Context: an optimization exercise on an open-source flow, tuned for small area. The choices shown serve that exercise and are no tape-out recipe. The RTL was checked by simulation tests, not by an equivalence proof against the original design. No driver is modelled on the clock port, so clock power and skew are understated where the tree is cut down; a real chip needs a root buffer or a tree.

## lane 1
==> flow/design.v <==
module Man_encoder(
  input  wire       clk,
  input  wire       rst,
  input  wire       en,
  input  wire [7:0] data_in,
  input  wire [7:0] div,
  output reg        line
);
  localparam [4:0] S_R  = 5'd9;     
  localparam [4:0] S_T1 = 5'd12;    
  reg [4:0] s;
  reg [7:0] cnt;
  reg [7:0] data;
  wire cnt_z = (cnt == 8'd0);
  wire [7:0] cnt_dec = cnt - 8'd1;
  wire [4:0] s_inc = s + 5'd1;
  wire half   = s[4] | (s[3] & s[2]);           
  wire low    = ~s[4] & ~s[3];                  
  wire mid    = ~half & s[3];                   
  wire st_r   = mid & ~s[1];
  wire st_t21 = low & ~s[0];
  wire st_i1  = low & s[0];
  wire idle   = (mid & s[1] & ~s[0]) | st_i1;   
  wire step   = half & cnt_z;
  wire adv    = (mid & (~s[1] | s[0] | en)) | st_t21 | step;
  wire bitv   = s[4] & data[~s[3:1]];
  always @(posedge clk) begin
    if (rst)
      s <= S_R;
    else if (adv)
      s <= s_inc;
    else if (st_i1 && en && cnt_z)
      s <= S_T1;
    if (st_r)
      cnt <= 8'd0;
    else if (st_t21)
      cnt <= 8'd12;
    else if (!cnt_z)
      cnt <= cnt_dec;
    else if (half)
      cnt <= div;
    if (idle)
      data <= data_in;
    if (st_r)
      line <= 1'b0;
    else if (step)
      line <= bitv ^ s[0];
  end
endmodule
module Man_decoder(
  input  wire       clk,
  input  wire       rst,
  input  wire       line,
  output reg  [7:0] data_out,
  output wire [2:0] state_out
);
  localparam [2:0] RESET          = 3'b001;
  localparam [2:0] IDLE_HIGH      = 3'b010;
  localparam [2:0] IDLE_LOW       = 3'b100;
  localparam [2:0] CLOCKSYNC_HIGH = 3'b011;
  localparam [2:0] CLOCKSYNC_LOW  = 3'b101;
  localparam [2:0] MASK           = 3'b110;
  localparam [2:0] READ           = 3'b000;
  reg [2:0]  state;
  reg [2:0]  next_state;
  localparam [15:0] RF = 16'h5555;
  localparam [15:0] RM = 16'hAAAA;
  reg [15:0] f_q;           
  reg [15:0] m_q;           
  wire [15:0] f = f_q ^ RF;         
  wire [15:0] mask_cnt = m_q ^ RM;  
  reg [3:0]  decoded_cnt;   
  reg        read_one_bit;
  reg        last_line;
  function [15:0] lfsr_fwd(input [15:0] x);
    lfsr_fwd = {x[14:0], ~(x[15] ^ x[8])};
  endfunction
  function [15:0] lfsr_bwd(input [15:0] x);
    lfsr_bwd = {~(x[0] ^ x[9]), x[15:1]};
  endfunction
  wire end_of_convert = decoded_cnt[3];
  wire [3:0] dc_inc = decoded_cnt + 4'd1;
  wire [1:0] c_lo = decoded_cnt[1:0];
  wire mask_z = (mask_cnt == 16'd0) || (read_one_bit && mask_cnt == 16'd1);
  wire in_mask = state[2] & state[1];
  wire sync_end = (state == CLOCKSYNC_LOW) && line;
  wire edge_seen = !read_one_bit && last_line != line;
  always @(*) begin
    case (state)
      RESET:          next_state = rst ? RESET : IDLE_HIGH;
      IDLE_HIGH:      next_state = line ? IDLE_HIGH : IDLE_LOW;
      IDLE_LOW:       next_state = line ? CLOCKSYNC_HIGH : IDLE_LOW;
      CLOCKSYNC_HIGH: next_state = line ? CLOCKSYNC_HIGH : CLOCKSYNC_LOW;
      CLOCKSYNC_LOW:  next_state = line ? MASK : CLOCKSYNC_LOW;
      READ:           next_state = end_of_convert ? (line ? IDLE_HIGH : IDLE_LOW)
                                 : read_one_bit ? MASK : READ;
      default:        next_state = mask_z ? READ : MASK;      
    endcase
  end
  always @(posedge clk) begin
    if (rst)
      state <= RESET;
    else
      state <= next_state;
    if (in_mask)
      m_q <= lfsr_bwd(mask_cnt) ^ RM;
    else
      m_q <= f ^ RM;
    case (state)
      RESET:
        data_out <= 8'd0;
      IDLE_HIGH, IDLE_LOW: begin
        f_q <= RF;
        decoded_cnt <= 4'd0;
      end
      CLOCKSYNC_HIGH, CLOCKSYNC_LOW: begin
        data_out <= 8'd0;
        decoded_cnt <= sync_end ? 4'd0 : {2'b00, dc_inc[1:0]};
        if (c_lo != 2'd0 && !(sync_end && c_lo == 2'd2)) f_q <= lfsr_fwd(f) ^ RF;
        read_one_bit <= (c_lo == 2'd3);
      end
      READ:
        if (read_one_bit)
          read_one_bit <= 1'b0;
        else if (last_line != line) begin
          data_out <= {data_out[6:0], ~line};
          read_one_bit <= 1'b1;
          decoded_cnt <= dc_inc;
        end
      default:   
        if (mask_z) read_one_bit <= 1'b0;
    endcase
    last_line <= line;
  end
  assign state_out = ~state;
endmodule
module manchester_top(
  input  wire       clk,
  input  wire       rst,
  input  wire       tx_en,
  input  wire [7:0] tx_data,
  input  wire [7:0] tx_div,
  output wire       line,
  output wire [7:0] rx_data,
  output wire [2:0] rx_state
);
  Man_encoder ME(.clk(clk), .rst(rst), .en(tx_en), .data_in(tx_data), .div(tx_div), .line(line));
  Man_decoder MD(.clk(clk), .rst(rst), .line(line), .data_out(rx_data), .state_out(rx_state));
endmodule
Settings: LEC_CHECK=0, CAP_MARGIN=20, CORE_MARGIN=2, CORE_UTILIZATION=40, PLACE_DENSITY=0.6, SLEW_MARGIN=20; clock period 10.0 ns.
standard.sh (not shown) runs the stock make flow with config.mk's settings and CLKGATE_MAP_FILE= SYNTH_SCRIPT=/design/flow/synth_recipe.tcl, a recipe that flattens the netlist after the stock synthesis.
==> flow/flow/run.sh <==
#!/bin/bash
# Own layout flow: the standard flow (standard.sh) with three changes:
#  - synthesis is the standard synthesis script, but ABC maps the logic with
#    an area-oriented script (flow/abc_area.script) instead of the speed one;
#    registers are untouched (ABC only maps combinational logic);
#  - the port buffers are sky130_fd_sc_hd__buf_1;
#  - clock tree synthesis options from flow/cts_args.txt, if present;
#  - after CTS, flow/clock_tree.tcl (ORFS's POST_CTS_TCL hook) replaces the
#    clock tree with a flat one: one root buffer and 8 leaf buffers.
# Each make run's output goes to a log file of its own here; ORFS's per-step
# logs are under orfs/logs/.
set -euo pipefail
here=$(pwd)
script=$here/flow/abc_area.script
{
  echo "proc abc {args} {"
  echo "  set i [lsearch \$args -script]"
  echo "  if {\$i >= 0} { lset args [expr {\$i + 1}] $script }"
  echo "  yosys abc {*}\$args"
  echo "}"
  cat synth_recipe.tcl
} > my_synth.tcl
sed -e "s#SYNTH_SCRIPT=[^ ]*synth_recipe.tcl#SYNTH_SCRIPT=$here/my_synth.tcl#" standard.sh > my_standard.sh
grep -q "SYNTH_SCRIPT=$here/my_synth.tcl" my_standard.sh
export BUFFER_PORTS_ARGS="-buffer_cell sky130_fd_sc_hd__buf_1"
if [[ -f flow/cts_args.txt ]]; then
  export CTS_ARGS="$(cat flow/cts_args.txt)"
fi
export POST_CTS_TCL=$here/flow/clock_tree.tcl
bash my_standard.sh synth > synth.log 2>&1
bash my_standard.sh > layout.log 2>&1
Other scripts of this flow, unchanged in this note and not shown: flow/flow/abc_area.script, flow/flow/clock_tree.tcl, flow/flow/cts_args.txt
What lane 2 does differently from lane 1 at the input level:
Settings: swapping 40 for 65 in CORE_UTILIZATION; swapping 0.6 for 0.85 in PLACE_DENSITY.
Notes after the runs:
Both conditions hold for lane 1: the flow ran to the end and the final layout passed the timing, DRC and antenna checks. The flow did not stop early for lane 2: all stages ran, and the layout cleared the timing, DRC and antenna checks. Sort lane 2 and lane 1 by number of DRC markers after the initial detailed-route iteration, descending, and lane 2 comes first. Lane 1 → lane 2: chip width saw a decrease, design area saw a decrease. Final worst-path cycle share delta (lane 1 -> lane 2): insignificant. Clock skew of lane 2 is on par with lane 1.
In every run of this note, the design's own scripts or RTL, not TritonCTS, make the clock network.

static timing again, ports no longer ideal:
In the flow no input, the clock included, has a driving cell. The finished layouts below were timed again as built, in two steps.
Step 1, drivers: a clkbuf_16 drives clk and a buf_2 each remaining input, both assumed.
Step 2 also shifts input and output timing later by t, the mid clock arrival at the registers, as if the neighbouring blocks saw the same clock.
Slacks: no drivers / after step 1 / after step 2; pairs: no drivers / after step 1.
| run | shift t [ns] | setup slack, ns | hold slack, ns | worst register clock-pin slew, ns |
|---|---|---|---|---|
| lane 1 | 0.430 | 6.915 / 6.886 / 6.838 | 0.442 / 0.442 / 0.442 | 0.11 / 0.11 |
| lane 2 | 0.421 | 6.910 / 6.882 / 6.762 | 0.450 / 0.450 / 0.450 | 0.10 / 0.10 |
After both steps every run listed still meets setup and hold. For lane 2, which loses most, drivers alone change the setup slack by -0.028 ns; drivers and shift together by -0.148 ns.
